This design comes from an exercise in tuning for small area and a short achievable clock period on the open sky130 flow, not from production work. No functional check of the RTL was part of any run shown here. No activity file was given, so power comes from the tool's default toggle rates.

--- design/flow/design.v ---
module neuron(
    input  logic clk,
    input  logic rst_n,
    input  logic signed [7:0] x,
    input  logic signed [7:0] w,
    input  logic signed [7:0] bias,
    output logic signed [17:0] y
);
  logic [7:0] x1;
  logic [3:0] bone, btwo, bneg;
  wire [8:0] we = {w, 1'b0};
  logic [3:0] one_d, two_d, neg_d;
  always_comb begin
    for (int i = 0; i < 4; i++) begin
      one_d[i] = we[2*i+1] ^ we[2*i];
      two_d[i] = (we[2*i+2] & ~we[2*i+1] & ~we[2*i]) | (~we[2*i+2] & we[2*i+1] & we[2*i]);
      neg_d[i] = we[2*i+2] & ~(we[2*i+1] & we[2*i]);
    end
  end
  always_ff @(posedge clk or negedge rst_n) begin
    if (!rst_n) begin
      x1 <= 8'd0; bone <= 4'd0; btwo <= 4'd0; bneg <= 4'd0;
    end else begin
      x1 <= x; bone <= one_d; btwo <= two_d; bneg <= neg_d;
    end
  end
  wire sel0_0 = (bone[0] & x1[0]);
  wire sel0_1 = (bone[0] & x1[1]) | (btwo[0] & x1[0]);
  wire sel0_2 = (bone[0] & x1[2]) | (btwo[0] & x1[1]);
  wire sel0_3 = (bone[0] & x1[3]) | (btwo[0] & x1[2]);
  wire sel0_4 = (bone[0] & x1[4]) | (btwo[0] & x1[3]);
  wire sel0_5 = (bone[0] & x1[5]) | (btwo[0] & x1[4]);
  wire sel0_6 = (bone[0] & x1[6]) | (btwo[0] & x1[5]);
  wire sel0_7 = (bone[0] & x1[7]) | (btwo[0] & x1[6]);
  wire sel0_8 = (bone[0] & x1[7]) | (btwo[0] & x1[7]);
  wire pp0_0 = sel0_0 ^ bneg[0];
  wire pp0_1 = sel0_1 ^ bneg[0];
  wire pp0_2 = sel0_2 ^ bneg[0];
  wire pp0_3 = sel0_3 ^ bneg[0];
  wire pp0_4 = sel0_4 ^ bneg[0];
  wire pp0_5 = sel0_5 ^ bneg[0];
  wire pp0_6 = sel0_6 ^ bneg[0];
  wire pp0_7 = sel0_7 ^ bneg[0];
  wire ps0_s = sel0_8 ^ bneg[0];
  wire sel1_0 = (bone[1] & x1[0]);
  wire sel1_1 = (bone[1] & x1[1]) | (btwo[1] & x1[0]);
  wire sel1_2 = (bone[1] & x1[2]) | (btwo[1] & x1[1]);
  wire sel1_3 = (bone[1] & x1[3]) | (btwo[1] & x1[2]);
  wire sel1_4 = (bone[1] & x1[4]) | (btwo[1] & x1[3]);
  wire sel1_5 = (bone[1] & x1[5]) | (btwo[1] & x1[4]);
  wire sel1_6 = (bone[1] & x1[6]) | (btwo[1] & x1[5]);
  wire sel1_7 = (bone[1] & x1[7]) | (btwo[1] & x1[6]);
  wire sel1_8 = (bone[1] & x1[7]) | (btwo[1] & x1[7]);
  wire pp1_0 = sel1_0 ^ bneg[1];
  wire pp1_1 = sel1_1 ^ bneg[1];
  wire pp1_2 = sel1_2 ^ bneg[1];
  wire pp1_3 = sel1_3 ^ bneg[1];
  wire pp1_4 = sel1_4 ^ bneg[1];
  wire pp1_5 = sel1_5 ^ bneg[1];
  wire pp1_6 = sel1_6 ^ bneg[1];
  wire pp1_7 = sel1_7 ^ bneg[1];
  wire ps1_s = sel1_8 ^ bneg[1];
  wire sel2_0 = (bone[2] & x1[0]);
  wire sel2_1 = (bone[2] & x1[1]) | (btwo[2] & x1[0]);
  wire sel2_2 = (bone[2] & x1[2]) | (btwo[2] & x1[1]);
  wire sel2_3 = (bone[2] & x1[3]) | (btwo[2] & x1[2]);
  wire sel2_4 = (bone[2] & x1[4]) | (btwo[2] & x1[3]);
  wire sel2_5 = (bone[2] & x1[5]) | (btwo[2] & x1[4]);
  wire sel2_6 = (bone[2] & x1[6]) | (btwo[2] & x1[5]);
  wire sel2_7 = (bone[2] & x1[7]) | (btwo[2] & x1[6]);
  wire sel2_8 = (bone[2] & x1[7]) | (btwo[2] & x1[7]);
  wire pp2_0 = sel2_0 ^ bneg[2];
  wire pp2_1 = sel2_1 ^ bneg[2];
  wire pp2_2 = sel2_2 ^ bneg[2];
  wire pp2_3 = sel2_3 ^ bneg[2];
  wire pp2_4 = sel2_4 ^ bneg[2];
  wire pp2_5 = sel2_5 ^ bneg[2];
  wire pp2_6 = sel2_6 ^ bneg[2];
  wire pp2_7 = sel2_7 ^ bneg[2];
  wire ps2_s = sel2_8 ^ bneg[2];
  wire sel3_0 = (bone[3] & x1[0]);
  wire sel3_1 = (bone[3] & x1[1]) | (btwo[3] & x1[0]);
  wire sel3_2 = (bone[3] & x1[2]) | (btwo[3] & x1[1]);
  wire sel3_3 = (bone[3] & x1[3]) | (btwo[3] & x1[2]);
  wire sel3_4 = (bone[3] & x1[4]) | (btwo[3] & x1[3]);
  wire sel3_5 = (bone[3] & x1[5]) | (btwo[3] & x1[4]);
  wire sel3_6 = (bone[3] & x1[6]) | (btwo[3] & x1[5]);
  wire sel3_7 = (bone[3] & x1[7]) | (btwo[3] & x1[6]);
  wire sel3_8 = (bone[3] & x1[7]) | (btwo[3] & x1[7]);
  wire pp3_0 = sel3_0;
  wire pp3_1 = sel3_1 ^ (bneg[3] & (sel3_0));
  wire pp3_2 = sel3_2 ^ (bneg[3] & (sel3_0 | sel3_1));
  wire pp3_3 = sel3_3 ^ (bneg[3] & (sel3_0 | sel3_1 | sel3_2));
  wire pp3_4 = sel3_4 ^ (bneg[3] & (sel3_0 | sel3_1 | sel3_2 | sel3_3));
  wire pp3_5 = sel3_5 ^ (bneg[3] & (sel3_0 | sel3_1 | sel3_2 | sel3_3 | sel3_4));
  wire pp3_6 = sel3_6 ^ bneg[3];
  wire pp3_7 = sel3_7 ^ bneg[3];
  wire ps3_s = sel3_8 ^ bneg[3];
  wire neg3c = bneg[3] & ~(sel3_0 | sel3_1 | sel3_2 | sel3_3 | sel3_4 | sel3_5);
  wire hs0 = pp0_4 ^ pp1_2;
  wire hc0 = pp0_4 & pp1_2;
  wire hs1 = pp0_5 ^ pp1_3;
  wire hc1 = pp0_5 & pp1_3;
  wire fs2 = pp0_6 ^ pp1_4 ^ pp2_2;
  wire fc2 = (pp0_6 & pp1_4) | (pp0_6 & pp2_2) | (pp1_4 & pp2_2);
  wire fs3 = pp0_7 ^ pp1_5 ^ pp2_3;
  wire fc3 = (pp0_7 & pp1_5) | (pp0_7 & pp2_3) | (pp1_5 & pp2_3);
  wire fs4 = ps0_s ^ pp1_6 ^ pp2_4;
  wire fc4 = (ps0_s & pp1_6) | (ps0_s & pp2_4) | (pp1_6 & pp2_4);
  wire fs5 = ps0_s ^ pp1_7 ^ pp2_5;
  wire fc5 = (ps0_s & pp1_7) | (ps0_s & pp2_5) | (pp1_7 & pp2_5);
  wire fs6 = ~ps0_s ^ ~ps1_s ^ pp2_6;
  wire fc6 = (~ps0_s & ~ps1_s) | (~ps0_s & pp2_6) | (~ps1_s & pp2_6);
  wire hs7 = pp2_7 ^ 1'b1;
  wire hc7 = pp2_7 & 1'b1;
  wire hs8 = ~ps2_s ^ pp3_6;
  wire hc8 = ~ps2_s & pp3_6;
  wire hs9 = pp0_2 ^ pp1_0;
  wire hc9 = pp0_2 & pp1_0;
  wire hs10 = pp0_3 ^ pp1_1;
  wire hc10 = pp0_3 & pp1_1;
  wire fs11 = pp2_0 ^ bneg[2] ^ hs0;
  wire fc11 = (pp2_0 & bneg[2]) | (pp2_0 & hs0) | (bneg[2] & hs0);
  wire fs12 = pp2_1 ^ hs1 ^ hc0;
  wire fc12 = (pp2_1 & hs1) | (pp2_1 & hc0) | (hs1 & hc0);
  wire fs13 = pp3_0 ^ hc1 ^ fs2;
  wire fc13 = (pp3_0 & hc1) | (pp3_0 & fs2) | (hc1 & fs2);
  wire fs14 = pp3_1 ^ fs3 ^ fc2;
  wire fc14 = (pp3_1 & fs3) | (pp3_1 & fc2) | (fs3 & fc2);
  wire fs15 = pp3_2 ^ fs4 ^ fc3;
  wire fc15 = (pp3_2 & fs4) | (pp3_2 & fc3) | (fs4 & fc3);
  wire fs16 = pp3_3 ^ fs5 ^ fc4;
  wire fc16 = (pp3_3 & fs5) | (pp3_3 & fc4) | (fs5 & fc4);
  wire fs17 = pp3_4 ^ fs6 ^ fc5;
  wire fc17 = (pp3_4 & fs6) | (pp3_4 & fc5) | (fs6 & fc5);
  wire fs18 = pp3_5 ^ hs7 ^ fc6;
  wire fc18 = (pp3_5 & hs7) | (pp3_5 & fc6) | (hs7 & fc6);
  wire fs19 = neg3c ^ hs8 ^ hc7;
  wire fc19 = (neg3c & hs8) | (neg3c & hc7) | (hs8 & hc7);
  wire fs20 = pp3_7 ^ 1'b1 ^ hc8;
  wire fc20 = (pp3_7 & 1'b1) | (pp3_7 & hc8) | (1'b1 & hc8);
  logic [16:0] ps, pc;
  assign ps[15] = 1'b1;
  assign ps[16] = 1'b1;
  assign pc[1] = 1'b0;
  assign pc[15] = 1'b0;
  assign pc[16] = 1'b0;
  always_ff @(posedge clk) begin
    ps[0] <= pp0_0;
    ps[1] <= pp0_1;
    ps[2] <= bneg[1];
    ps[3] <= hs10;
    ps[4] <= fs11;
    ps[5] <= fs12;
    ps[6] <= fs13;
    ps[7] <= fs14;
    ps[8] <= fs15;
    ps[9] <= fs16;
    ps[10] <= fs17;
    ps[11] <= fs18;
    ps[12] <= fs19;
    ps[13] <= fs20;
    ps[14] <= ~ps3_s;
    pc[0] <= bneg[0];
    pc[2] <= hs9;
    pc[3] <= hc9;
    pc[4] <= hc10;
    pc[5] <= fc11;
    pc[6] <= fc12;
    pc[7] <= fc13;
    pc[8] <= fc14;
    pc[9] <= fc15;
    pc[10] <= fc16;
    pc[11] <= fc17;
    pc[12] <= fc18;
    pc[13] <= fc19;
    pc[14] <= fc20;
  end
  logic [16:0] acc;
  wire [16:0] cs_s = acc ^ ps ^ pc;
  wire [16:0] cs_c = (acc & ps) | (acc & pc) | (ps & pc);
  wire [16:0] acc_d = cs_s + {cs_c[15:0], 1'b0};
  always_ff @(posedge clk or negedge rst_n) begin
    if (!rst_n) acc <= 17'd0;
    else acc <= acc_d;
  end
  logic vld;
  always_ff @(posedge clk or negedge rst_n) begin
    if (!rst_n) vld <= 1'b0;
    else vld <= 1'b1;
  end
  logic [17:0] v;
  always_ff @(posedge clk) v <= {acc[16], acc} + {{10{bias[7]}}, bias};
  logic [16:0] r;
  wire keep = vld & ~v[17];
  always_ff @(posedge clk) r <= v[16:0] & {17{keep}};
  logic [16:0] r2, yr;
  always_ff @(posedge clk or negedge rst_n) begin
    if (!rst_n) begin r2 <= 17'd0; yr <= 17'd0; end
    else begin r2 <= r; yr <= r2; end
  end
  assign y = {1'b0, yr};
endmodule
--- design/flow/run.sh ---
#!/bin/bash
# synth_recipe.tcl (not shown) runs the flow's synth.tcl, then flattens the netlist and writes it again
# the make line also repeats each setting of config.mk as NAME=value (left out here)
make -C /OpenROAD-flow-scripts/flow DESIGN_CONFIG=/design/flow/config.mk WORK_HOME=/design/flow/orfs CLKGATE_MAP_FILE= SYNTH_SCRIPT=/design/flow/synth_recipe.tcl finish
--- design/flow/config.mk ---
export PLATFORM = sky130hd
export DESIGN_NAME = neuron
export DESIGN_NICKNAME = neuron
export VERILOG_FILES = /design/flow/design.v
export SDC_FILE = /design/flow/constraint.sdc
export NUM_CORES = 4
export LEC_CHECK = 0
export CAP_MARGIN = 20
export CORE_MARGIN = 2
export CORE_UTILIZATION = 40
export SETUP_SLACK_MARGIN = 3.3
export SLEW_MARGIN = 20
--- design/flow/constraint.sdc ---
create_clock -name core_clock -period 6.0 [get_ports {clk}]
set_input_delay 1.2000 -clock core_clock [delete_from_list [all_inputs] [get_ports {clk}]]
set_output_delay 1.2000 -clock core_clock [all_outputs]
set_load 0.01 [all_outputs]
==> metrics list, run 1 <==
* Result of the run: complete, no violations
* Ordered list of cells on the worst path: clkdlybuf4s50_1 > ha_4 > nand2b_4 > a21oi_4 > o211ai_1 > buf_4 > a211o_1 > o211ai_1 > xor2_1
- Slew margin rel.: 41.5%
- Core Box Area: ~16000 µm²
- Vert. Die Dim: around 130 µm
- Remaining antenna violation count after routing: 0
- Critical path required time: roughly 6.4 ns
* Cell type with the highest aggregate area in the netlist: sky130_fd_sc_hd__dfrtp_1
- Total of max-cap violations: 0
- IO buf count: 42
* Critical-path cell with the highest stage delay: sky130_fd_sc_hd__clkdlybuf4s50_1
- The longest clock path from root to sink contains 2 buffers.
- Peak per-stage delay on the critical path: 0.45 ns
- 1st-pass router iterations: 4
- Top-level port count: 44
* Hold violation total from the final report: 0
- First-iteration detailed-routing DRC count: approximately 130
- Path class of the lowest-slack min-delay path: reg2reg
- Utilization after layout: 48.8%
- Clock-pin slew was measured on the worst setup and hold paths at 0.06 ns.
* H-Tree Level Count: 4
* Leak: about 3.4 nW
- The detailed router placed roughly 4100 vias in this run.
- TritonCTS built the clock tree.
- Largest net degree at the start of global routing: between 70 and 80
- In the final layout, the share of cells above drive strength 1 is approximately a tenth.
* Proportion of synthesized flip-flops having asynchronous set or reset: 52.9%
- Crit path max fanout: 3
* Tightest Pin Transition: 0.877 ns
- Initial cell density of the core: 40.8%
* Placed wire-length estimate after detailed placement: 8.09 mm
* Capturing element type of the critical path: flop
- After routing the design area is 7750 µm².
- Power Density: 603 nW/µm²
- Yosys mapped the design onto 57 distinct sky130hd cell types.
* Commonest cells after routing, fill and taps aside: 72 x sky130_fd_sc_hd__dfrtp_1, 64 x sky130_fd_sc_hd__dfxtp_1, 38 x sky130_fd_sc_hd__inv_1, 34 x sky130_fd_sc_hd__ha_1, 34 x sky130_fd_sc_hd__clkdlybuf4s50_1
- Number of buffers inserted during clock tree synthesis: 17
- Floorplan die area: ~17000 µm²
- Global-route wire length before repair: about 19 mm
* Area delta synth->final: 19.5%
- For this run, the leading register cell type out of synthesis is sky130_fd_sc_hd__dfrtp_1.
- Maximum achievable frequency: roughly 380 MHz
- Adding up every negative setup slack in the final design gives 0 ns.
- After detailed routing, the number of vias per cell comes to 4.85.
* Warnings, synthesis: 1
- The critical path is of the in2reg type.
- STA classifies the critical path startpoint as an input pin.
- For this run, design rule violations remaining after detail routing come to 0.
- Worst Path Arrival: 3.01 ns
- The worst path needs 2.66 ns of the cycle, external delays included.
* Mapped Cells: 576
- Net count after synthesis: ~670
- RSZ-0062 raised after global routing: no
- Cell area after synthesis: 6480 µm²
* Routed length per instance: 13.1 µm
- The library cell used most frequently in the layout, excluding fill and tap cells, is sky130_fd_sc_hd__dfrtp_1.
- After layout, the worst path uses approximately 44% of the clock period.
- The design draws 0.00467 W.
* Site row count: 46
- The routed design has 11.0 mm of wire.
- Leading cell types by total area after synthesis: sky130_fd_sc_hd__dfrtp_1 28%, sky130_fd_sc_hd__dfxtp_1 20%, sky130_fd_sc_hd__fa_1 9.0%
- Most common cell type on the critical path: sky130_fd_sc_hd__o211ai_1
* CTS Root Buffer Type: sky130_fd_sc_hd__clkbuf_16
- At the end of routability-driven placement, the weighted congestion stood at between 0.8 and 0.9.
- Number of filler cells placed in the layout: 1454
* Number of antenna cells inserted: 0
* Number of synthesized register bits: 136
- Clock insertion delay at the later pin of the skew report: 0.42 ns
* Number of nets in the finished design: around 710
- DIE WIDTH: 131 µm
- Global routing usage summed across all routing layers: 14.1%
- For the final database, setup skew stands at 0.00702 ns.
- Yosys mapped a number of flops with a built-in enable equal to 0.
- Setup violations remaining at the end of the flow were counted as 0.
- The worst-case IR drop observed on VDD is ~0.29 mV.
- Sequential fraction of the synthesis area: 47.5%
- A synthesized cell averages between 10 and 15 µm².
- CTS saw 136 sinks.
* Vias in the first global route: between 4000 and 5000
- Number of antenna violations at the first check in global routing: 0
- Proportion of netlist area held by the largest area contributor: 27.8%
* Overflow left after global routing: 0
- The count of pins over their slew limit is 0.
- Once placement finished, the instance area stood at 7080 µm².
## per-stage QoR
step	std cells	hold WS, ns	setup WS (ns)
5_1_grt	840	0.329	3.30
6_report	840	0.327	3.34
3_5_place_dp	807	0.320	2.41
4_1_cts	839	0.328	3.30
2_1_floorplan	576	0.316	3.27
3_3_place_gp	807	0.317	2.48
## what timing repair did
action	in CTS	in global routing
setup buffers	1	1
pin swaps	9	6
hold buffers	0	0
gates resized for setup	17	9
setup endpoints to repair	10	8
## final timing paths
path	from	to	slack [ns]	cells after the start
max	bias[2]	v[16]$_DFF_P_	3.34	9
min	r[11]$_DFF_P_	r2[11]$_DFF_PN0_	0.33	0
max in group asynchronous	rst_n	bone[3]$_DFF_PN0_	4.44	2
max reg2reg	acc[0]$_DFF_PN0_	acc[13]$_DFF_PN0_	3.43	12
min in group asynchronous	rst_n	yr[0]$_DFF_PN0_	0.98	2
min reg2reg	r[11]$_DFF_P_	r2[11]$_DFF_PN0_	0.33	0
## final cells by class
cell class              instances  area (µm²)  share of cell area, %
clock buffers                  19         453                   5.84
clock inverters                12         121                   1.57
inverters                      39         146                   1.89
multi-input cells             373        3250                   41.9
flip-flops and latches        136        3080                   39.8
well taps                     216         270                   3.49
repair buffers                 45         432                   5.57
## report_power, final
part	total [W]	internal, W	switching [W]
logic	0.00228	0.00107	0.00121
clock network	0.000981	0.000594	0.000387
registers	0.00142	0.00125	0.000162
total	0.00467	0.00292	0.00176
## registers in the layout (all words and copies together) (netlist names)
name  count
acc      17
vld       1
bone      4
v        18
yr       17
ps       15
pc       14
bneg      4
r2       17
btwo      4
x1        8
r        17
## routing by layer
| layer | GRT usage [%] | part of all wire [%] | up-vias |
|---|---|---|---|
| met5 | 0 | 0 | - |
| met3 | 5.13 | 4.6 | 16 |
| li1 | - | - | 2036 |
| met2 | 24.4 | 51 | 87 |
| met1 | 15.8 | 43 | 1932 |
| met4 | 5.80 | 1.7 | 0 |
## logic make-up (layout without fill, tap and decap cells)
kind of cell | count (synthesis) | count (layout) | share of synthesized area [%]
AOI/OAI and AO/OA | 137 | 137 | 14.8
xor gates and xnor gates | 58 | 58 | 7.83
adders and majority gates | 71 | 71 | 17.1
buffers and inverters | 67 | 115 | 4.09
DFF | 136 | 136 | 47.5
muxes | 2 | 2 | 0.347
other | 2 | 2 | 0.116
and+or+nand+nor | 103 | 103 | 8.18
## worst max-delay path, delay by kind of cell
kind                       cells  cell delay, ns
AOI/OAI and AO/OA              4            0.66
and+or+nand+nor                1            0.07
xor gates and xnor gates       1            0.15
adders and majority gates      1            0.31
buffers and inverters          2            0.61
## cell usage after synthesis (6+ instances only)
library cell / instances
sky130_fd_sc_hd__dfxtp_1: 64
sky130_fd_sc_hd__fa_1: 29
sky130_fd_sc_hd__o21ai_0: 18
sky130_fd_sc_hd__nor2b_1: 9
sky130_fd_sc_hd__ha_1: 42
sky130_fd_sc_hd__xor2_1: 27
sky130_fd_sc_hd__nand3b_1: 6
sky130_fd_sc_hd__nand2_1: 26
sky130_fd_sc_hd__o21a_1: 8
sky130_fd_sc_hd__inv_1: 39
sky130_fd_sc_hd__dfrtp_1: 72
sky130_fd_sc_hd__clkbuf_1: 24
sky130_fd_sc_hd__nor2_1: 21
sky130_fd_sc_hd__xnor2_1: 31
sky130_fd_sc_hd__nand2b_1: 7
sky130_fd_sc_hd__and2_1: 17
sky130_fd_sc_hd__a21o_1: 13
sky130_fd_sc_hd__o31ai_1: 6
sky130_fd_sc_hd__a21oi_1: 26
sky130_fd_sc_hd__a22oi_1: 24
==> run 2: changes to the inputs <==
==> design/flow/flow/run.sh (new file) <==
#!/bin/bash
# Standard ORFS layout, except that the port buffers are the smallest
# plain buffer (buffer_ports picks a slow delay cell by default).
# Each step's full output goes to a log file in the work folder.
set -euo pipefail
export BUFFER_PORTS_ARGS="-buffer_cell sky130_fd_sc_hd__buf_1"
bash standard.sh synth > synth.log 2>&1
bash standard.sh > layout.log 2>&1
==> design/flow/standard.sh (new file) <==
#!/bin/bash
# synth_recipe.tcl (not shown) runs the flow's synth.tcl, then flattens the netlist and writes it again
# the make line also repeats each setting of config.mk as NAME=value (left out here)
make -C /OpenROAD-flow-scripts/flow DESIGN_CONFIG=/design/flow/config.mk WORK_HOME=/design/flow/orfs CLKGATE_MAP_FILE= SYNTH_SCRIPT=/design/flow/synth_recipe.tcl "${@:-finish}"
--- a/design/flow/config.mk
+++ b/design/flow/config.mk
@@ -8,5 +8,5 @@
 export CAP_MARGIN = 20
 export CORE_MARGIN = 2
 export CORE_UTILIZATION = 40
-export SETUP_SLACK_MARGIN = 3.3
+export SETUP_SLACK_MARGIN = 3.4
 export SLEW_MARGIN = 20
removed: design/flow/run.sh
==> run 2 against run 1 <==
- die area is the same
- worst hold slack got worse by 0.0015 ns
- non-clock buffer count down 1
- clock power about the same
- highest routed layer unchanged
==> metrics list, run 2 <==
- Tightest Pin Transition: 0.953 ns (+0.0762 ns)
- The maximum number of pins on one net before global-route repair was 73 (unchanged).
- Floorplan die area: 17200 µm² (unchanged)
- The detail-routed via count per cell came to 4.85 (about the same).
- The number of antenna violations at the first check in global routing was 0 (unchanged).
* Path class of the lowest-slack min-delay path: reg2reg
- Vert. Die Dim: 131 µm (unchanged)
- Final non-filler cell area: 7480 µm² (-3.4%)
- Cell type with the highest aggregate area in the netlist: sky130_fd_sc_hd__dfrtp_1
- The final RePlAce weighted congestion came to 0.872 (+1.0%).
- Leaving out fill and tap cells, the most frequent cell in the layout is sky130_fd_sc_hd__dfrtp_1.
* Vias in the first global route: 3965 (-5.1%)
- The effective utilization at floorplan was 40.8% (unchanged).
- By instance count, the leading cell after synthesis is sky130_fd_sc_hd__dfrtp_1.
- The critical path in this run is classified as in2reg.
- The count of pins over their slew limit came to 0 (unchanged).
- The clock-pin slew reported for the worst setup and hold paths after clock tree synthesis came to 0.06 ns (about the same).
- Leading cell types by total area after synthesis: sky130_fd_sc_hd__dfrtp_1 28%, sky130_fd_sc_hd__dfxtp_1 20%, sky130_fd_sc_hd__fa_1 9.0%
- The total wire length was 10.8 mm (-2.1%).
* CTS Root Buffer Type: sky130_fd_sc_hd__clkbuf_16
- The half-perimeter wire length after detailed placement is 8.17 mm (+1.0%).
- The worst-path maximum fanout is 3 (unchanged).
* Utilization after layout: 47.1% (-1.7 points)
- Core Box Area: 15900 µm² (unchanged)
- 1st-pass router iterations: 4 (unchanged)
- Warnings, synthesis: 1 (unchanged)
* Number of nets in the finished design: 708 (-0.14%)
- Most common cell type on the critical path: sky130_fd_sc_hd__o211ai_1
- Proportion of netlist area held by the largest area contributor: 27.8% (unchanged)
- The chip width is 131 µm (unchanged).
- STA classifies the critical path startpoint as an input pin.
- Ordered list of cells on the worst path: clkbuf_2 > ha_4 > inv_2 > fa_2 > nand2b_4 > a21oi_4 > o211ai_1 > a211o_1 > o211ai_1 > xor2_1
* # setup viols final: 0 (unchanged)
* Cell area after placement: 6860 µm² (-3.2%)
- The number of distinct library cells after synthesis is 57 (unchanged).
* Setup total negative slack: 0 ns (unchanged)
- H-Tree Level Count: 4 (unchanged)
* Power Density: 618 nW/µm² (+2.5%)
- From synthesis to final layout, the design area changed by 15.4%.
- The post-layout minimum cycle time is 2.51 ns (-0.155 ns).
* Number of enable-type register cells in the synthesized netlist: 0 (unchanged)
- Number of filler cells placed in the layout: 1472 (+1.2%)
* Global routing usage summed across all routing layers: 13.5% (-0.61 points)
- The clock network latency to the later pin of the worst-skew pair is 0.42 ns (about the same).
* Maximum achievable frequency: 399 MHz (+6.2%)
- Peak supply drop: 0.321 mV (+9.2%)
- In the layout the commonest cells are 72 x sky130_fd_sc_hd__dfrtp_1, 64 x sky130_fd_sc_hd__dfxtp_1, 39 x sky130_fd_sc_hd__buf_1, 38 x sky130_fd_sc_hd__inv_1, 36 x sky130_fd_sc_hd__ha_1.
- The maximum clock path buffer count came to 2 (unchanged).
* Critical-path cell with the highest stage delay: sky130_fd_sc_hd__fa_2
- The number of port buffers is 42 (unchanged).
- Flip-flop count of the largest register after layout: 18 (unchanged)
* Number of buffers inserted during clock tree synthesis: 17 (unchanged)
- The worst setup path is captured at a flop.
- The DRC violations left was 0 (unchanged).
* Register name with the most flops: v
* Portion of the clock cycle consumed by the worst path in the final layout: 41.8% (-2.6 points)
- Sequential fraction of the synthesis area: 47.5% (unchanged)
* Result of the run: complete, no violations
* Total of max-cap violations: 0 (unchanged)
* Share of layout cells above drive strength 1: 10.4% (+0.16 points)
- The number of top-level pins is 44 (unchanged).
* Average instance area after synthesis: 11.3 µm² (unchanged)
* Cell area after synthesis: 6480 µm² (unchanged)
- Worst Path Arrival: 2.86 ns (-0.15 ns)
* Leak: 3.29 nW (-3.4%)
- RSZ-0062 raised after global routing: no
- In the synthesized netlist the dominant register cell turns out to be sky130_fd_sc_hd__dfrtp_1.
- Counting instances in the post-synthesis netlist gives the leading cell types as 72 x sky130_fd_sc_hd__dfrtp_1, 64 x sky130_fd_sc_hd__dfxtp_1, 42 x sky130_fd_sc_hd__ha_1.
- The clock skew after layout is 0.00731 ns (+0.000289 ns).
* Remaining antenna violation count after routing: 0 (unchanged)
- First-iteration detailed-routing DRC count: 144 (+14%)
* Overflow left after global routing: 0 (unchanged)
- The final critical-path setup slack was 3.49 ns (+0.155 ns).
- TritonCTS built the clock tree.
- The required time at the endpoint of the critical path is 6.35 ns (about the same).
- The largest incremental delay on the critical path is 0.34 ns (-0.11 ns).
- Number of synthesized register bits: 136 (unchanged)
- Worst hold-check slack: 0.326 ns (-0.00147 ns)
* Slew margin rel.: 36.5% (-5.1 points)
* Global-route wire length before repair: 18.6 mm (-4.1%)
- Mapped Cells: 576 (unchanged)
* Net count after synthesis: 673 (unchanged)
- The number of hold violations in the final report was 0 (unchanged).
* Post-placement setup slack: 2.71 ns (+0.300 ns)
- Routed length per instance: 12.8 µm (-2.1%)
- Site row count: 46 (unchanged)
* CTS sink cnt: 136 (unchanged)
* Number of antenna cells inserted: 0 (unchanged)
- Total number of vias: 4074 (+0.074%)
- Proportion of synthesized flip-flops having asynchronous set or reset: 52.9% (unchanged)
run 2: layer usage:
metal	GRT usage, %	up-vias	part of all wire, %
li1	-	2038	-
met1	15.5	1910	43
met2	22.8	94	49
met3	4.55	32	4.1
met4	6.52	0	4.1
met5	0	-	0
run 2: cells by family (layout without fill, tap and decap cells):
kind of cell,Yosys count,count (layout),share of synthesized area (%)
AO/OA/AOI/OAI,137,137,14.8
adder cells (fa/ha/maj),71,71,17.1
other,2,2,0.116
AND/OR/NAND/NOR,103,103,8.18
buffers and inverters,67,115,4.09
flip-flops,136,136,47.5
XOR/XNOR,58,58,7.83
multiplexers,2,2,0.347
run 2: timing repair:
action                                  in CTS  in global routing
buffers inserted                             0                  2
gates resized for setup                      4                  8
pin swaps                                    0                  7
hold buffers                                 0                  0
endpoints found under the setup margin       6                  6
run 2: final cells by class:
class / count / area, µm² / area share, %
flip-flops and latches: 136 / 3080 / 41.2
multi-input cells: 373 / 3230 / 43.2
well taps: 216 / 270 / 3.61
clock inverters: 15 / 144 / 1.92
inverters: 39 / 146 / 1.96
repair buffers: 44 / 181 / 2.42
clock buffers: 17 / 425 / 5.68
run 2: final timing paths:
check / slack [ns] / from / end / depth (start not counted)
worst max-delay path: 3.49 / bias[0] / v[16]$_DFF_P_ / 10
worst min-delay path: 0.33 / r[5]$_DFF_P_ / r2[5]$_DFF_PN0_ / 0
worst max register to register: 3.54 / acc[9]$_DFF_PN0_ / acc[16]$_DFF_PN0_ / 8
worst min register to register: 0.33 / r[5]$_DFF_P_ / r2[5]$_DFF_PN0_ / 0
max in group asynchronous: 4.43 / rst_n / bneg[1]$_DFF_PN0_ / 1
min in group asynchronous: 0.96 / rst_n / yr[3]$_DFF_PN0_ / 1
run 2: critical path, delay by kind of cell:
| kind | cells | cell delay [ns] |
|---|---|---|
| compound gates | 4 | 0.74 |
| xor+xnor | 1 | 0.15 |
| fa+ha+maj | 2 | 0.47 |
| buf+inv | 2 | 0.13 |
| simple gates | 1 | 0.16 |
run 2: stage by stage:
| step | total power [W] | instances |
|---|---|---|
| 2_1_floorplan | 0.00317 | 576 |
| 3_3_place_gp | 0.00358 | 806 |
| 3_5_place_dp | 0.00362 | 806 |
| 4_1_cts | 0.00464 | 838 |
| 5_1_grt | 0.00507 | 840 |
| 6_report | 0.00462 | 840 |
run 2: power by group:
group	leakage [nW]	switching (W)	internal, W
logic	1.58	0.00121	0.00102
registers	1.44	0.000156	0.00125
clock network	0.278	0.000405	0.000579
==> run 3: changes to the inputs <==
--- a/design/flow/config.mk
+++ b/design/flow/config.mk
@@ -8,5 +8,8 @@
 export CAP_MARGIN = 20
 export CORE_MARGIN = 2
 export CORE_UTILIZATION = 40
+export CTS_BUF_LIST = sky130_fd_sc_hd__clkbuf_4 sky130_fd_sc_hd__clkbuf_8
+export CTS_CLUSTER_DIAMETER = 100
+export CTS_CLUSTER_SIZE = 30
 export SETUP_SLACK_MARGIN = 3.4
 export SLEW_MARGIN = 20
==> run 3 against run 2 <==
- worst hold slack improved by 0.0044 ns
- clock skew increased by 0.0078 ns
- die area did not move
- clock power fell by 28%
- sequential power about the same
- still clean
- setup slack worse by 0.042 ns
==> metrics list, run 3 <==
* # setup viols final: 0 (unchanged)
* Number of antenna violations at the first check in global routing: 0 (unchanged)
- The cell row count came to 46 (unchanged).
- Floorplan die area: 17200 µm² (unchanged)
- In this run the most critical hold path is launched from r[0]$_DFF_P_.
- In this run the clock root is driven by a sky130_fd_sc_hd__clkbuf_8.
* Worst Path Class, Setup: in2reg
* Leak: 3.21 nW (-2.6%)
- Core Box Area: 15900 µm² (unchanged)
- Capturing element type of the critical path: flop
* Hold violation total from the final report: 0 (unchanged)
* Total number of vias: 4066 (-0.20%)
- The number of top-level pins came to 44 (unchanged).
- The final RePlAce weighted congestion is 0.872 (unchanged).
- The routed wire length per instance is 12.9 µm (+0.41%).
* Critical path required time: 6.38 ns (+0.03 ns)
- Leading cell types by total area after synthesis: sky130_fd_sc_hd__dfrtp_1 28%, sky130_fd_sc_hd__dfxtp_1 20%, sky130_fd_sc_hd__fa_1 9.0%
- The cell count after synthesis came to 576 (unchanged).
- First-iteration detailed-routing DRC count: 133 (-7.6%)
- Final-report max-slew violation count: 0 (unchanged)
- The slew at the pin closest to its max-slew limit is 0.941 ns (-0.0118 ns).
- The via count of the first global-routing pass was 3936 (-0.73%).
- Depth of the most critical reg-to-reg path: 8 (unchanged)
- The clock skew after layout came to 0.0151 ns (+0.00779 ns).
- Crit path max fanout: 3 (unchanged)
* Worst r2r src: acc[9]$_DFF_PN0_
* Warnings, synthesis: 1 (unchanged)
- End of the worst register-to-register path: acc[16]$_DFF_PN0_
- Cell type with the highest aggregate area in the netlist: sky130_fd_sc_hd__dfrtp_1
- The effective utilization at floorplan is 40.8% (unchanged).
- Utilization after layout: 46.0% (-1.2 points)
- The DRC violations left came to 0 (unchanged).
* Path class of the lowest-slack min-delay path: reg2reg
- The number of instances on the worst hold path came to 0 (unchanged).
- Clock insertion delay at the later pin of the skew report: 0.45 ns (+0.03 ns)
* Number of nets in the finished design: 708 (unchanged)
- Setup repair after global routing could not meet its margin everywhere.
- The total global routing track utilization was 13.5% (-0.072 points).
- The share of synthesized flip-flops with an asynchronous set or reset is 52.9% (unchanged).
* Proportion of netlist area held by the largest area contributor: 27.8% (unchanged)
- The worst slew margin relative to its limit came to 37.2% (+0.78 points).
- The detail-routed via count per cell was 4.84 (-0.20%).
- The residual overflow from global routing is 0 (unchanged).
- The share of synthesized area occupied by flip-flops and latches is 47.5% (unchanged).
* Global-route wire length before repair: 18.4 mm (-1.1%)
- The post-layout minimum cycle time came to 2.55 ns (+0.0422 ns).
- Largest net degree at the start of global routing: 73 (unchanged)
- Commonest cells after routing, fill and taps aside: 72 x sky130_fd_sc_hd__dfrtp_1, 64 x sky130_fd_sc_hd__dfxtp_1, 39 x sky130_fd_sc_hd__buf_1, 38 x sky130_fd_sc_hd__inv_1, 38 x sky130_fd_sc_hd__ha_1
* Worst Path Arrival: 2.93 ns (+0.07 ns)
- The total wire length is 10.8 mm (+0.41%).
* Number of antenna cells inserted: 0 (unchanged)
- The area of the mapped netlist was 6480 µm² (unchanged).
- The mean cell area of the mapped netlist was 11.3 µm² (unchanged).
- Count of hold buffers inserted by post-cts repair: 0 (unchanged)
* Longest Clk Path Bufs: 2 (unchanged)
* Launching instance or port of the critical path: bias[0]
- Slack of the worst reg-to-reg path: 3.54 ns (about the same)
- The power density over the cells came to 600 nW/µm² (-2.9%).
- The proportion of layout cells with a drive suffix above 1 was 10.4% (unchanged).
- The highest clock rate came to 392 MHz (-1.7%).
- The worst IR drop on VDD was 0.216 mV (-33%).
- Most common library cell in the layout ignoring fill and taps: sky130_fd_sc_hd__dfrtp_1
* Flip-flop count of the largest register after layout: 18 (unchanged)
* Net count after synthesis: 673 (unchanged)
* Number of enable-type register cells in the synthesized netlist: 0 (unchanged)
- CTS tree: built
* Number of synthesized register bits: 136 (unchanged)
* Register name with the most flops: v
- The summed negative setup slack over all endpoints came to 0 ns (unchanged).
* Most frequent cell after synthesis: sky130_fd_sc_hd__dfrtp_1
- From synthesis to final layout, the design area changed by 12.6%.
* Total of max-cap violations: 0 (unchanged)
- The remaining antenna violation count came to 0 (unchanged).
- For this run, the leading register cell type out of synthesis is sky130_fd_sc_hd__dfrtp_1.
* Number of buffers inserted during clock tree synthesis: 17 (unchanged)
* IO buf count: 42 (unchanged)
- Clock slew at the register clock pins of the worst setup and hold paths: 0.08 ns (+0.02 ns)
* Hold Crit Endpoint: r2[0]$_DFF_PN0_
- The chip width came to 131 µm (unchanged).
- Placed wire-length estimate after detailed placement: 8.17 mm (unchanged)
- The fraction of the cycle the final worst path needs was 42.5% (+0.70 points).
- CTS sink cnt: 136 (unchanged)
- The H-tree depth came to 4 (unchanged).
- Category of the worst setup path launch point: input pin
- The number of distinct library cells after synthesis is 57 (unchanged).
- 1st-pass router iterations: 4 (unchanged)
- The run finished with no timing, DRC or antenna violations.
- Vert. Die Dim: 131 µm (unchanged)
- Synth top cells by count: 72 x sky130_fd_sc_hd__dfrtp_1, 64 x sky130_fd_sc_hd__dfxtp_1, 42 x sky130_fd_sc_hd__ha_1
run 3: area by class of cell:
class	instances	area (µm²)
sequential	136	3080
clock inverter	15	144
multi-input combinational	373	3240
timing repair buffer	44	181
fill	1492	8590
tap	216	270
clock buffer	17	234
inverter	39	146
run 3: power by group:
group	leakage [nW]	internal [W]	switching, W
clock	0.191	0.000336	0.000374
combinational	1.58	0.00102	0.00124
sequential	1.44	0.00125	0.000155
total	3.21	0.00261	0.00177
run 3: repair_timing:
action	in CTS	in global routing
pin swaps	0	4
hold endpoints to repair	0	0
gates resized for setup	2	10
setup buffers	1	1
setup endpoints to repair	5	6
run 3: through the flow:
stage               setup slack [ns]  power, W  std cells  area [µm²]  hold slack [ns]
finish                          3.45   0.00438        840        7300            0.330
global route                    3.38   0.00482        840        7300            0.335
CTS                             3.42   0.00435        839        7250            0.331
detailed placement              2.71   0.00362        806        6860            0.320
global placement                2.75   0.00358        806        6860            0.317
floorplan                       3.27   0.00317        576        6540            0.316
run 3: logic make-up after synthesis:
group | count (synthesis) | synth area share [%]
adder cells (fa/ha/maj) | 71 | 17.1
XOR/XNOR | 58 | 7.83
buffers and inverters | 67 | 4.09
AO/OA/AOI/OAI | 137 | 14.8
multiplexers | 2 | 0.347
other | 2 | 0.116
AND/OR/NAND/NOR | 103 | 8.18
flip-flops | 136 | 47.5
run 3: critical path, cell delays in order:
cell and delay, ns:
sky130_fd_sc_hd__clkbuf_2 0.10, sky130_fd_sc_hd__ha_4 0.14, sky130_fd_sc_hd__inv_2 0.04, sky130_fd_sc_hd__fa_2 0.36
sky130_fd_sc_hd__nand2b_4 0.16, sky130_fd_sc_hd__a21oi_4 0.18, sky130_fd_sc_hd__o211ai_1 0.18, sky130_fd_sc_hd__a211o_1 0.32
sky130_fd_sc_hd__o211ai_1 0.09, sky130_fd_sc_hd__xor2_1 0.15
run 3: how the worst max path moves through the flow:
stage / end / slack [ns]
final: v[16]$_DFF_P_ / 3.45
after global routing: acc[11]$_DFF_PN0_ / 3.38
after CTS: v[16]$_DFF_P_ / 3.42
after detailed placement: v[16]$_DFF_P_ / 2.71
after global placement: v[16]$_DFF_P_ / 2.75
after floorplan: v[16]$_DFF_P_ / 3.27
run 3: metal layers:
layer  routed length [µm]  track usage [%]
met2                 5310             22.4
met1                 4640             15.4
met4                  405             7.07
met3                  466             4.55
met5                    0                0
==> run 4: changes to the inputs <==
--- a/design/flow/config.mk
+++ b/design/flow/config.mk
@@ -11,5 +11,5 @@
 export CTS_BUF_LIST = sky130_fd_sc_hd__clkbuf_4 sky130_fd_sc_hd__clkbuf_8
 export CTS_CLUSTER_DIAMETER = 100
 export CTS_CLUSTER_SIZE = 30
-export SETUP_SLACK_MARGIN = 3.4
+export SETUP_SLACK_MARGIN = 3.6
 export SLEW_MARGIN = 20
==> run 4 against run 3 <==
- critical endpoint unchanged
- largest power group unchanged
- synthesized area is the same
- setup slack better by 0.049 ns
- largest cell class unchanged
- highest routed layer unchanged
- still clean on timing, DRC and antenna
- clock skew shrank 0.00096 ns
- worst hold slack worse by 0.0012 ns
==> metrics list, run 4 <==
- The share of synthesized flip-flops with an asynchronous set or reset came to 52.9% (unchanged).
- The number of synthesized flops with an enable pin was 0 (unchanged).
- DRC errors left: 0 (unchanged)
- The final RePlAce weighted congestion was 0.867 (-0.55%).
- Critical path required time: 6.37 ns (about the same)
- The mean cell area of the mapped netlist is 11.3 µm² (unchanged).
* Area delta synth->final: 16.5%
- The half-perimeter wire length after detailed placement came to 8.12 mm (-0.55%).
- Switching power: 0.00183 W (+3.5%)
- End of the worst register-to-register path: acc[15]$_DFF_PN0_
- The maximum clock path buffer count is 2 (unchanged).
* Clock slew at the register clock pins of the worst setup and hold paths: 0.07 ns (about the same)
- Final clock skew: 0.0141 ns (-0.000959 ns)
* Most frequent cell after synthesis: sky130_fd_sc_hd__dfrtp_1
* Vert. Die Dim: 131 µm (unchanged)
- Peak per-stage delay on the critical path: 0.34 ns (-0.02 ns)
- Largest net degree at the start of global routing: 73 (unchanged)
- The number of warning messages in the yosys log came to 1 (unchanged).
* Number of antenna violations at the first check in global routing: 0 (unchanged)
- The share of synthesized cell area in full adder, half adder and majority cells is 17.1% (unchanged).
* Remaining antenna violation count after routing: 0 (unchanged)
- Prevailing post-synth register cell: sky130_fd_sc_hd__dfrtp_1
* Ordered list of cells on the worst path: buf_2 > ha_4 > inv_2 > fa_2 > nand2b_4 > a21oi_4 > o211ai_1 > a211o_1 > o211ai_1 > xor2_1
- The power density over the cells was 625 nW/µm² (+4.2%).
* Routed length per instance: 13.1 µm (+1.8%)
- CTS sink cnt: 136 (unchanged)
- Share of layout cells above drive strength 1: 14.8% (+4.3 points)
- The xor and xnor fraction of the mapped netlist area was 7.83% (unchanged).
* First-iteration detailed-routing DRC count: 126 (-5.3%)
- The number of top-level pins was 44 (unchanged).
* Fraction of power consumed by combinational cells: 53.1% (+1.4 points)
* Count of different cell masters after synthesis: 57 (unchanged)
- Count of hold buffers inserted by post-cts repair: 0 (unchanged)
- Setup repair after global routing could not meet its margin everywhere.
* Depth of the most critical reg-to-reg path: 9 (+1)
* Family of cells with the greatest summed delay on the critical path: compound AO/OA/AOI/OAI gates
* Final-report max-slew violation count: 0 (unchanged)
- The share of Yosys cell area claimed by the top area cell type is 27.8% (unchanged).
- Cell type with the highest aggregate area in the netlist: sky130_fd_sc_hd__dfrtp_1
- In this design, the critical path's most frequently occurring cell is sky130_fd_sc_hd__o211ai_1.
* Crit path max fanout: 3 (unchanged)
* Flip-flop count of the largest register after layout: 18 (unchanged)
- The library cell used most frequently in the layout, excluding fill and tap cells, is sky130_fd_sc_hd__dfrtp_1.
- TritonCTS built the clock tree.
* Leak: 3.27 nW (+1.9%)
- Worst setup path endpoint: v[16]$_DFF_P_
- The worst setup path is launched from an input pin.
- Overflow left after global routing: 0 (unchanged)
- Worst Path Arrival: 2.87 ns (-0.06 ns)
- The area of the mapped netlist is 6480 µm² (unchanged).
- Clock tree synthesis selected as its root buffer the cell sky130_fd_sc_hd__clkbuf_8.
* Sequential fraction of the synthesis area: 47.5% (unchanged)
* Via-per-instance ratio: 4.86 (+0.39%)
- 1st-pass router iterations: 4 (unchanged)
- Core Box Area: 15900 µm² (unchanged)
- The post-synthesis simple-gate area fraction is 8.18% (unchanged).
* Count of cell instances traversed by the critical path: 10 (unchanged)
- IO buf count: 42 (unchanged)
- Internal power consumption: 0.00289 W (+11%)
- The first-pass GRT wire length came to 19.4 mm (+5.3%).
- By area, the combinational part of the netlist is dominated by adder cells.
- The reg-to-reg setup timing slack is 3.56 ns (+0.02 ns).
* Hold violation total from the final report: 0 (unchanged)
- Reg power frac: 29.9% (-2.2 points)
- Portion of the clock cycle consumed by the worst path in the final layout: 41.6% (-0.82 points)
- Tracing the worst setup path back leads to its startpoint at bias[0].
- The number of inserted diodes came to 0 (unchanged).
- The flow ran to the end and the layout has no timing, DRC or antenna violations.
* Commonest cells after routing, fill and taps aside: 72 x sky130_fd_sc_hd__dfrtp_1, 64 x sky130_fd_sc_hd__dfxtp_1, 38 x sky130_fd_sc_hd__buf_1, 35 x sky130_fd_sc_hd__inv_1, 31 x sky130_fd_sc_hd__xnor2_1
- The clock network latency to the later pin of the worst-skew pair is 0.44 ns (about the same).
- The summed negative setup slack over all endpoints came to 0 ns (unchanged).
- The largest individual stage delay along the critical path comes from the cell sky130_fd_sc_hd__fa_2.
* DIE WIDTH: 131 µm (unchanged)
- The commonest cells after synthesis are 72 x sky130_fd_sc_hd__dfrtp_1, 64 x sky130_fd_sc_hd__dfxtp_1, 42 x sky130_fd_sc_hd__ha_1.
* Capturing element type of the critical path: flop
- The total number of vias came to 4111 (+1.1%).
- Maximum achievable frequency: 400 MHz (+2.0%)
- Path class of the lowest-slack min-delay path: reg2reg
- Peak supply drop: 0.229 mV (+6.2%)
* Register name with the most flops: v
* Utilization after layout: 47.6% (+1.6 points)
* Initial cell density of the core: 40.8% (unchanged)
* Vias in the first global route: 4168 (+5.9%)
- Number of nets in the finished design: 714 (+0.85%)
- Switching fraction of total power: 38.7% (-1.6 points)
- Slew margin rel.: 37.5% (+0.29 points)
- Mapped Cells: 576 (unchanged)
* H-Tree Level Count: 4 (unchanged)
- Site row count: 46 (unchanged)
* Leading cell types by total area after synthesis: sky130_fd_sc_hd__dfrtp_1 28%, sky130_fd_sc_hd__dfxtp_1 20%, sky130_fd_sc_hd__fa_1 9.0%
* Post-synthesis compound-gate area fraction: 14.8% (unchanged)
- The total wire length came to 11.1 mm (+2.5%).
- Tightest Pin Transition: 0.937 ns (-0.00441 ns)
- Global routing usage summed across all routing layers: 14.1% (+0.61 points)
- The number of placed cells counting well taps is 806 (unchanged).
* Worst Path Class, Setup: in2reg
- The final instance count without filler cells was 846 (+0.71%).
- Part of the power in the clock network: 17.0% (+0.8 points)
- The total of endpoints with negative setup slack in the final report came to 0 (unchanged).
- Count of buffering cells on the critical path with inverters included: 2 (unchanged)
* Total of max-cap violations: 0 (unchanged)
- Net count after synthesis: 673 (unchanged)
- The area of the die is 17200 µm² (unchanged).
- The total clock buffers created by CTS was 17 (unchanged).
* Number of synthesized register bits: 136 (unchanged)
* Worst r2r src: acc[2]$_DFF_PN0_
* Fin crit period: 2.50 ns (-0.0494 ns)
- Mux contribution to synthesized area: 0.347% (unchanged)
[run 4: cell types whose count changed in the layout (fill, tap and decap cells not counted), sizes merged]
cell / change
clkbuf: +1
clkinvlp: -1
bufinv: +2
clkinv: -1
inv: -3
buf: +8
[run 4: worst register-to-register path: cells and delay by family, from the launching register on]
| family | cells | cell delay (ns) |
|---|---|---|
| compound gates | 4 | 0.75 |
| flops | 1 | 0.41 |
| buf+inv | 1 | 0.06 |
| fa+ha+maj | 2 | 0.89 |
| simple gates | 2 | 0.25 |
[run 4: area by class of cell]
type | count | area, µm²
sequential | 136 | 3080
fill | 1436 | 8330
inverter | 39 | 146
clock inverter | 12 | 164
tap | 216 | 270
multi-input combinational | 373 | 3390
timing repair buffer | 50 | 231
clock buffer | 20 | 269
[run 4: how the worst min path moves through the flow]
stage                       start                to  cells past startpoint
floorplan            r[0]$_DFF_P_   r2[0]$_DFF_PN0_                      0
global placement    r[15]$_DFF_P_  r2[15]$_DFF_PN0_                      0
detailed placement  r[11]$_DFF_P_  r2[11]$_DFF_PN0_                      0
CTS                  r[9]$_DFF_P_   r2[9]$_DFF_PN0_                      0
global route         r[0]$_DFF_P_   r2[0]$_DFF_PN0_                      0
finish              r[14]$_DFF_P_  r2[14]$_DFF_PN0_                      0
[run 4: per-layer routing]
metal	GRT usage, %	vias to the layer above	wire [µm]
li1	-	2048	-
met1	15.6	1955	4780
met2	24.6	87	5680
met3	4.82	21	386
met4	5.98	0	249
met5	0	-	0
[run 4: cell families (layout without fill, tap and decap cells)]
| kind of cell | count (synthesis) | after routing |
|---|---|---|
| AO/OA/AOI/OAI | 137 | 137 |
| XOR/XNOR | 58 | 58 |
| adder cells (fa/ha/maj) | 71 | 71 |
| buffers and inverters | 67 | 121 |
| flip-flops | 136 | 136 |
| multiplexers | 2 | 2 |
| other | 2 | 2 |
| AND/OR/NAND/NOR | 103 | 103 |
[run 4: repair_timing]
action                     4_1_cts  5_1_grt
gates cloned                     0        0
setup endpoints to repair       15       16
pin swaps                       13        6
resized for setup               25       10
buffers inserted                 4        4
[run 4: through the flow]
| step | cell area [µm²] | hold slack (ns) | setup slack [ns] | power, W |
|---|---|---|---|---|
| floorplan | 6600 | 0.316 | 3.27 | 0.00319 |
| global placement | 6910 | 0.317 | 2.73 | 0.00361 |
| detailed placement | 6910 | 0.320 | 2.66 | 0.00364 |
| CTS | 7490 | 0.330 | 3.52 | 0.00467 |
| global route | 7550 | 0.336 | 3.45 | 0.00516 |
| finish | 7550 | 0.329 | 3.50 | 0.00472 |
[run 4: power by group through the flow]
stage | logic, W | clock network [W] | registers (W)
2_1_floorplan | 0.00179 | 0 | 0.00140
3_3_place_gp | 0.00217 | 0 | 0.00144
3_5_place_dp | 0.00219 | 0 | 0.00144
4_1_cts | 0.00243 | 0.000827 | 0.00142
5_1_grt | 0.00283 | 0.000874 | 0.00145
6_report | 0.00251 | 0.000800 | 0.00141
==> run 5: changes to the inputs <==
==> design/flow/flow/run.sh (replaced) <==
#!/bin/bash
# Standard ORFS layout, except that the port buffers are the smallest
# plain buffer (buffer_ports picks a slow delay cell by default) and the
# clock tree uses fewer, larger sink clusters and no dummy loads.
# Each step's full output goes to a log file in the work folder.
set -euo pipefail
export BUFFER_PORTS_ARGS="-buffer_cell sky130_fd_sc_hd__buf_1"
export CTS_ARGS="-sink_clustering_enable -repair_clock_nets -sink_clustering_size 30 -sink_clustering_max_diameter 200 -buf_list {sky130_fd_sc_hd__clkbuf_4 sky130_fd_sc_hd__clkbuf_8} -dont_use_dummy_load"
bash standard.sh synth > synth.log 2>&1
bash standard.sh > layout.log 2>&1
--- a/design/flow/config.mk
+++ b/design/flow/config.mk
@@ -8,8 +8,5 @@
 export CAP_MARGIN = 20
 export CORE_MARGIN = 2
 export CORE_UTILIZATION = 40
-export CTS_BUF_LIST = sky130_fd_sc_hd__clkbuf_4 sky130_fd_sc_hd__clkbuf_8
-export CTS_CLUSTER_DIAMETER = 100
-export CTS_CLUSTER_SIZE = 30
 export SETUP_SLACK_MARGIN = 3.6
 export SLEW_MARGIN = 20
==> run 5 against run 4 <==
- still clean on timing, DRC and antenna
- combinational power about the same
- count of clock-buffer cells in the layout down 3
- cell area shrank 2.2%
- sequential cell count did not move
- sequential share of layout area grew 0.93 points
- critical path depth unchanged
- critical path type unchanged
- critical endpoint unchanged
- largest cell class unchanged
==> metrics list, run 5 <==
* DIE WIDTH: 131 µm (unchanged)
* Global-route wire length before repair: 19.3 mm (-0.61%)
- Sequential fraction of the synthesis area: 47.5% (unchanged)
- Overflow left after global routing: 0 (unchanged)
* # setup viols final: 0 (unchanged)
- Layout Cells excl Fill: 831 (-1.8%)
* Largest net degree at the start of global routing: 73 (unchanged)
- Slew margin rel.: 37.9% (+0.39 points)
- The library cell used most frequently in the layout, excluding fill and tap cells, is sky130_fd_sc_hd__dfrtp_1.
- The area of the mapped netlist is 6480 µm² (unchanged).
- The leakage power total was 3.18 nW (-2.6%).
* Proportion of netlist area held by the largest area contributor: 27.8% (unchanged)
* Result of the run: complete, no violations
- The required time at the endpoint of the critical path is 6.37 ns (about the same).
- The proportion of layout cells with a drive suffix above 1 is 13.2% (-1.6 points).
- Switching fraction of total power: 39.5% (+0.75 points)
- Final Total Pwr: 0.00446 W (-5.5%)
* Critical-path cell with the highest stage delay: sky130_fd_sc_hd__fa_2
* Peak per-stage delay on the critical path: 0.34 ns (about the same)
* Global routing usage summed across all routing layers: 14.0% (-0.066 points)
- IO buf count: 42 (unchanged)
* RSZ-0062 raised after global routing: yes
* Worst Path Class, Setup: in2reg
- Among cell families on the critical path, the largest total delay comes from compound AO/OA/AOI/OAI gates.
- Mapped Cells: 576 (unchanged)
* Area delta synth->final: 13.9%
- Register name with the most flops: v
- Crit path max fanout: 3 (unchanged)
* Initial cell density of the core: 40.8% (unchanged)
- The post-layout minimum cycle time is 2.47 ns (-0.0282 ns).
* Path class of the lowest-slack min-delay path: reg2reg
- Tightest Pin Transition: 0.931 ns (-0.00589 ns)
* Top-level port count: 44 (unchanged)
- Synth top cells by count: 72 x sky130_fd_sc_hd__dfrtp_1, 64 x sky130_fd_sc_hd__dfxtp_1, 42 x sky130_fd_sc_hd__ha_1
- CTS Root Buffer Type: sky130_fd_sc_hd__clkbuf_8
* Number of nets in the finished design: 714 (unchanged)
* Total wirelength of the detailed-routed design: 11.0 mm (-0.67%)
- Proportion of synthesized flip-flops having asynchronous set or reset: 52.9% (unchanged)
* Count of hold buffers inserted by post-cts repair: 0 (unchanged)
- Routed length per instance: 13.3 µm (+1.1%)
* Number of antenna violations at the first check in global routing: 0 (unchanged)
- Cell area after placement: 6910 µm² (unchanged)
* Hold violation total from the final report: 0 (unchanged)
* Number of buffers inserted during clock tree synthesis: 17 (unchanged)
- The DRC violations left is 0 (unchanged).
- The worst IR drop on VDD was 0.233 mV (+1.7%).
* First-iteration detailed-routing DRC count: 128 (+1.6%)
* Category of the worst setup path launch point: input pin
- The post-synth net total came to 673 (unchanged).
- The via count of the first global-routing pass came to 4139 (-0.70%).
* Number of synthesized register bits: 136 (unchanged)
- Longest Clk Path Bufs: 2 (unchanged)
* Remaining antenna violation count after routing: 0 (unchanged)
- Ordered list of cells on the worst path: buf_6 > ha_4 > inv_2 > fa_2 > nand2b_4 > a21oi_4 > o211ai_1 > a211o_1 > o211ai_1 > xor2_1
- Fraction of power consumed by combinational cells: 56.3% (+3.2 points)
- The die boundary height was 131 µm (unchanged).
- The number of placed cells counting well taps is 806 (unchanged).
* Internal power consumption: 0.00270 W (-6.6%)
- In the synthesized netlist the dominant register cell turns out to be sky130_fd_sc_hd__dfrtp_1.
- Most common cell type on the critical path: sky130_fd_sc_hd__o211ai_1
- Clock insertion delay at the later pin of the skew report: 0.43 ns (about the same)
- Placed wire-length estimate after detailed placement: 8.12 mm (unchanged)
- Worst min-delay path startpoint: r[15]$_DFF_P_
- Setup total negative slack: 0 ns (unchanged)
* Count of buffering cells on the critical path with inverters included: 2 (unchanged)
- Floorplan die area: 17200 µm² (unchanged)
- Number of antenna cells inserted: 0 (unchanged)
- Flip-flop count of the largest register after layout: 18 (unchanged)
* CTS sink cnt: 136 (unchanged)
* Portion of the clock cycle consumed by the worst path in the final layout: 41.2% (-0.47 points)
- Worst r2r src: acc[2]$_DFF_PN0_
- Count of different cell masters after synthesis: 57 (unchanged)
- Number of enable-type register cells in the synthesized netlist: 0 (unchanged)
- The portion of total power attributed to sequential cells came to 31.7% (+1.8 points).
- Clock slew at the register clock pins of the worst setup and hold paths: 0.07 ns (about the same)
* CTS tree: built
- The most critical setup path has its startpoint at bias[0].
- The highest clock rate came to 405 MHz (+1.1%).
- Site row count: 46 (unchanged)
* Most frequent cell after synthesis: sky130_fd_sc_hd__dfrtp_1
* Core Box Area: 15900 µm² (unchanged)
- The mean cell area of the mapped netlist is 11.3 µm² (unchanged).
- The post-route worst hold slack is 0.326 ns (-0.00257 ns).
- Final clock skew: 0.0219 ns (+0.00772 ns)
* Warnings, synthesis: 1 (unchanged)
- Capturing element type of the critical path: flop
- H-Tree Level Count: 4 (unchanged)
- The first-pass detailed-route iteration total came to 4 (unchanged).
* Power Density: 604 nW/µm² (-3.3%)
* Total of max-cap violations: 0 (unchanged)
- Part of the power in the clock network: 12.0% (-5.0 points)
- The count of pins over their slew limit was 0 (unchanged).
- sky130_fd_sc_hd__dfrtp_1 takes more of the synthesized area than any other cell.
- Switching power: 0.00176 W (-3.7%)
- Via-per-instance ratio: 4.89 (+0.67%)
* Commonest cells after routing, fill and taps aside: 72 x sky130_fd_sc_hd__dfrtp_1, 64 x sky130_fd_sc_hd__dfxtp_1, 38 x sky130_fd_sc_hd__buf_1, 34 x sky130_fd_sc_hd__inv_1, 31 x sky130_fd_sc_hd__xnor2_1
- Leading cell types by total area after synthesis: sky130_fd_sc_hd__dfrtp_1 28%, sky130_fd_sc_hd__dfxtp_1 20%, sky130_fd_sc_hd__fa_1 9.0%
- Worst Path Arrival: 2.84 ns (-0.03 ns)
- The post-route cell area came to 7390 µm² (-2.2%).
- The total number of vias came to 4065 (-1.1%).
* Final GP Congestion: 0.867 (unchanged)
==> run 5: cell counts after synthesis <==
No cell type changed its count.
==> run 5: routing by layer <==
layer / vias up / share of wire (%) / global-route usage, %
met3: 22 / 3.4 / 4.24
met5: - / 0 / 0
met2: 83 / 51 / 24.3
met4: 0 / 2.7 / 6.76
li1: 2032 / - / -
met1: 1928 / 43 / 15.7
==> run 5: worst paths after layout <==
path                                      to  slack, ns  depth (start not counted)
max                            v[16]$_DFF_P_       3.53                         10
min                         r2[15]$_DFF_PN0_       0.33                          0
max reg2reg                acc[11]$_DFF_PN0_       3.57                          9
min reg2reg                 r2[15]$_DFF_PN0_       0.33                          0
max in group asynchronous    x1[3]$_DFF_PN0_       4.45                          1
min in group asynchronous    yr[0]$_DFF_PN0_       0.93                          1
==> run 5: logic make-up after synthesis <==
kind of cell	after synthesis	share of synthesized area (%)
compound gates	137	14.8
xor+xnor	58	7.83
fa+ha+maj	71	17.1
buf+inv	67	4.09
flops	136	47.5
mux	2	0.347
other cells	2	0.116
simple gates	103	8.18
==> run 5: stage by stage <==
step,utilization [%],worst slack [ns]
after floorplan,-,3.27
after global placement,43.5,2.73
after detailed placement,43.5,2.66
after CTS,45.9,3.52
after global routing,46.5,3.45
final,46.5,3.53
==> run 5: cell type report <==
cell class / count / area (µm²)
inverters: 39 / 146
flip-flops and latches: 136 / 3080
fillers: 1448 / 8500
well taps: 216 / 270
repair buffers: 50 / 241
clock buffers: 17 / 234
multi-input cells: 373 / 3410
==> run 5: repair_timing <==
item                       CTS  global route
hold endpoints to repair     0             0
setup buffers                4             4
gates resized for setup     25            18
pin swaps                   13            10
setup endpoints to repair   16            17
gates cloned                 0             0
==> run 5: power by group through the flow <==
stage                     clock network (W)  registers [W]  logic, W
after global routing               0.000601        0.00145   0.00284
after detailed placement                  0        0.00144   0.00219
after CTS                          0.000557        0.00142   0.00242
after floorplan                           0        0.00140   0.00179
after global placement                    0        0.00144   0.00217
final                              0.000534        0.00142   0.00251
==> run 6: changes to the inputs <==
--- a/design/flow/config.mk
+++ b/design/flow/config.mk
@@ -7,6 +7,7 @@
 export LEC_CHECK = 0
 export CAP_MARGIN = 20
 export CORE_MARGIN = 2
-export CORE_UTILIZATION = 40
+export CORE_UTILIZATION = 55
+export PLACE_DENSITY = 0.75
 export SETUP_SLACK_MARGIN = 3.6
 export SLEW_MARGIN = 20
==> run 6 against run 5 <==
- die area shrank 27%
- critical endpoint unchanged
- via count up 1.7%
- synthesized area unchanged
- still clean
- worst hold slack worse by 0.020 ns
- core utilization increased by 17 points
- synthesized cell count stayed put
- count of clock-buffer cells in the layout stayed put
- critical path depth up 1
- total power up 0.26%
- maximum frequency is 1.5% lower
- sequential cell count did not move
==> metrics list, run 6 <==
- The share of Yosys cell area claimed by the top area cell type came to 27.8% (unchanged).
* Most common library cell in the layout ignoring fill and taps: sky130_fd_sc_hd__dfrtp_1
- TritonCTS built the clock tree.
- The core outline area is 11500 µm² (-28%).
- Warnings, synthesis: 1 (unchanged)
- Worst Path Arrival: 2.87 ns (+0.03 ns)
- The number of port buffers is 42 (unchanged).
- The required time at the endpoint of the critical path was 6.36 ns (about the same).
* Path class of the lowest-slack min-delay path: reg2reg
- Flip-flop count of the largest register after layout: 18 (unchanged)
- RSZ-0062 raised after global routing: yes
- The routed wire length per instance came to 14.0 µm (+5.7%).
- Longest Clk Path Bufs: 2 (unchanged)
- The worst slew margin relative to its limit is 42.1% (+4.2 points).
* Setup total negative slack: 0 ns (unchanged)
- Placed cell count: 734 (-8.9%)
* CTS Root Buffer Type: sky130_fd_sc_hd__clkbuf_8
* DRC errors left: 0 (unchanged)
* Number of nets in the finished design: 718 (+0.56%)
* Total number of vias: 4135 (+1.7%)
* DIE WIDTH: 113 µm (-14%)
* Hold violation total from the final report: 0 (unchanged)
- Via-per-instance ratio: 5.43 (+11%)
- The number of inserted diodes was 0 (unchanged).
* Total of max-cap violations: 0 (unchanged)
- Overflow left after global routing: 0 (unchanged)
* Slack of the worst reg-to-reg path: 3.54 ns (-0.03 ns)
- The total global routing track utilization is 18.0% (+4.0 points).
- Count of different cell masters after synthesis: 57 (unchanged)
* Initial cell density of the core: 56.5% (+16 points)
- Area delta synth->final: 12.9%
- Most frequent cell after synthesis: sky130_fd_sc_hd__dfrtp_1
- The number of top-level pins was 44 (unchanged).
* Portion of the clock cycle consumed by the worst path in the final layout: 41.8% (+0.63 points)
- Crit path max fanout: 3 (unchanged)
- The total wire length came to 10.7 mm (-3.1%).
- Number of antenna violations at the first check in global routing: 0 (unchanged)
* Final GP Congestion: 0.831 (-4.2%)
- Commonest cells after routing, fill and taps aside: 71 x sky130_fd_sc_hd__dfrtp_1, 64 x sky130_fd_sc_hd__dfxtp_1, 37 x sky130_fd_sc_hd__buf_1, 35 x sky130_fd_sc_hd__inv_1, 31 x sky130_fd_sc_hd__xnor2_1
* Depth of the most critical reg-to-reg path: 9 (unchanged)
- Remaining antenna violation count after routing: 0 (unchanged)
- Proportion of synthesized flip-flops having asynchronous set or reset: 52.9% (unchanged)
- Number of synthesized register bits: 136 (unchanged)
- Worst hold stages: 0 (unchanged)
- By startpoint and endpoint, the worst setup path is classified as in2reg.
* Leading cell types by total area after synthesis: sky130_fd_sc_hd__dfrtp_1 28%, sky130_fd_sc_hd__dfxtp_1 20%, sky130_fd_sc_hd__fa_1 9.0%
- Synth top cells by count: 72 x sky130_fd_sc_hd__dfrtp_1, 64 x sky130_fd_sc_hd__dfxtp_1, 42 x sky130_fd_sc_hd__ha_1
- First-iteration detailed-routing DRC count: 208 (+63%)
- The run finished with no timing, DRC or antenna violations.
- The post-layout minimum cycle time is 2.51 ns (+0.0375 ns).
- The cell row count is 39 (-15%).
- The clock-pin slew reported for the worst setup and hold paths after clock tree synthesis was 0.07 ns (about the same).
* Floorplan die area: 12700 µm² (-27%)
- Global-route wire length before repair: 18.2 mm (-5.7%)
- Counting flops per register, the top entry is v.
- The worst setup path is launched from an input pin.
- Net count after synthesis: 673 (unchanged)
- Prevailing post-synth register cell: sky130_fd_sc_hd__dfrtp_1
- Mapped Cells: 576 (unchanged)
* Largest net degree at the start of global routing: 73 (unchanged)
* Share of layout cells above drive strength 1: 13.7% (+0.56 points)
* Capturing element type of the critical path: flop
- The clock network latency to the later pin of the worst-skew pair came to 0.43 ns (about the same).
- Peak supply drop: 0.281 mV (+20%)
* Sequential fraction of the synthesis area: 47.5% (unchanged)
- Number of enable-type register cells in the synthesized netlist: 0 (unchanged)
- The via count of the first global-routing pass came to 4139 (unchanged).
- # setup viols final: 0 (unchanged)
* Maximum achievable frequency: 399 MHz (-1.5%)
* Final clock skew: 0.0276 ns (+0.00575 ns)
* 1st-pass router iterations: 4 (unchanged)
- The half-perimeter wire length after detailed placement was 7.85 mm (-3.3%).
- The area of the mapped netlist is 6480 µm² (unchanged).
* Leak: 3.20 nW (+0.65%)
- Cell type with the highest aggregate area in the netlist: sky130_fd_sc_hd__dfrtp_1
* Final Total Pwr: 0.00447 W (+0.26%)
* Count of hold buffers inserted by post-cts repair: 0 (unchanged)
- The total clock buffers created by CTS is 17 (unchanged).
- The die boundary height is 113 µm (-14%).
- The mean cell area of the mapped netlist is 11.3 µm² (unchanged).
* CTS sink cnt: 136 (unchanged)
- The final instance count without filler cells was 762 (-8.3%).
- The H-tree depth was 4 (unchanged).
- The slew at the pin closest to its max-slew limit was 0.868 ns (-0.0625 ns).
* Final-report max-slew violation count: 0 (unchanged)
- The power density over the cells came to 611 nW/µm² (+1.2%).
-- run 6: where the power goes --
part           switching, W  internal [W]  total, W
Sequential         0.000166       0.00125   0.00142
Combinational       0.00131       0.00121   0.00252
Clock              0.000279      0.000248  0.000527
Total               0.00176       0.00272   0.00447
-- run 6: worst paths after layout --
check | from | to
max | bias[0] | v[16]$_DFF_P_
min | r[0]$_DFF_P_ | r2[0]$_DFF_PN0_
max reg2reg | acc[2]$_DFF_PN0_ | acc[11]$_DFF_PN0_
min reg2reg | r[0]$_DFF_P_ | r2[0]$_DFF_PN0_
max in group asynchronous | rst_n | acc[10]$_DFF_PN0_
min in group asynchronous | rst_n | yr[1]$_DFF_PN0_
-- run 6: metrics by stage --
step / instance area (µm²) / hold slack (ns) / utilization (%) / setup slack [ns]
final: 7320 / 0.306 / 63.8 / 3.49
after global routing: 7320 / 0.309 / 63.8 / 3.42
after CTS: 7230 / 0.308 / 63.1 / 3.51
after detailed placement: 6820 / 0.320 / 59.5 / 2.67
after global placement: 6820 / 0.316 / 59.5 / 2.76
after floorplan: 6600 / 0.316 / - / 3.27
-- run 6: metal layers --
metal  vias up  global-route usage [%]  wire length (µm)
met5         -                       0                 0
met4         0                    9.35               327
met3        33                    5.62               467
met2        97                    30.9              5360
met1      1968                    20.2              4520
li1       2037                       -                 -
-- run 6: cell families after synthesis --
logic type / Yosys count / share of synthesized area [%]
AO/OA/AOI/OAI: 137 / 14.8
buffers and inverters: 67 / 4.09
XOR/XNOR: 58 / 7.83
other: 2 / 0.116
flip-flops: 136 / 47.5
multiplexers: 2 / 0.347
adder cells (fa/ha/maj): 71 / 17.1
AND/OR/NAND/NOR: 103 / 8.18
-- run 6: worst max-delay path, cell delays in order --
cell                       delay [ns]
sky130_fd_sc_hd__buf_8           0.08
sky130_fd_sc_hd__ha_4            0.13
sky130_fd_sc_hd__inv_2           0.04
sky130_fd_sc_hd__fa_2            0.35
sky130_fd_sc_hd__nand2b_4        0.16
sky130_fd_sc_hd__a21oi_4         0.16
sky130_fd_sc_hd__o211ai_1        0.10
sky130_fd_sc_hd__buf_4           0.16
sky130_fd_sc_hd__a211o_1         0.25
sky130_fd_sc_hd__o211ai_1        0.09
sky130_fd_sc_hd__xor2_1          0.15
-- run 6: repair_timing --
item                                   CTS  global route
setup buffers                            6             5
pin swaps                               12            19
endpoints found under the hold margin    0             0
gates resized for setup                 29            14
setup endpoints to repair               15            10
-- run 6: final cells by class --
cell class / count / area [µm²]
fill: 843 / 4150
timing repair buffer: 54 / 270
tap: 143 / 179
sequential: 136 / 3080
clock buffer: 17 / 234
multi-input combinational: 373 / 3400
inverter: 39 / 146
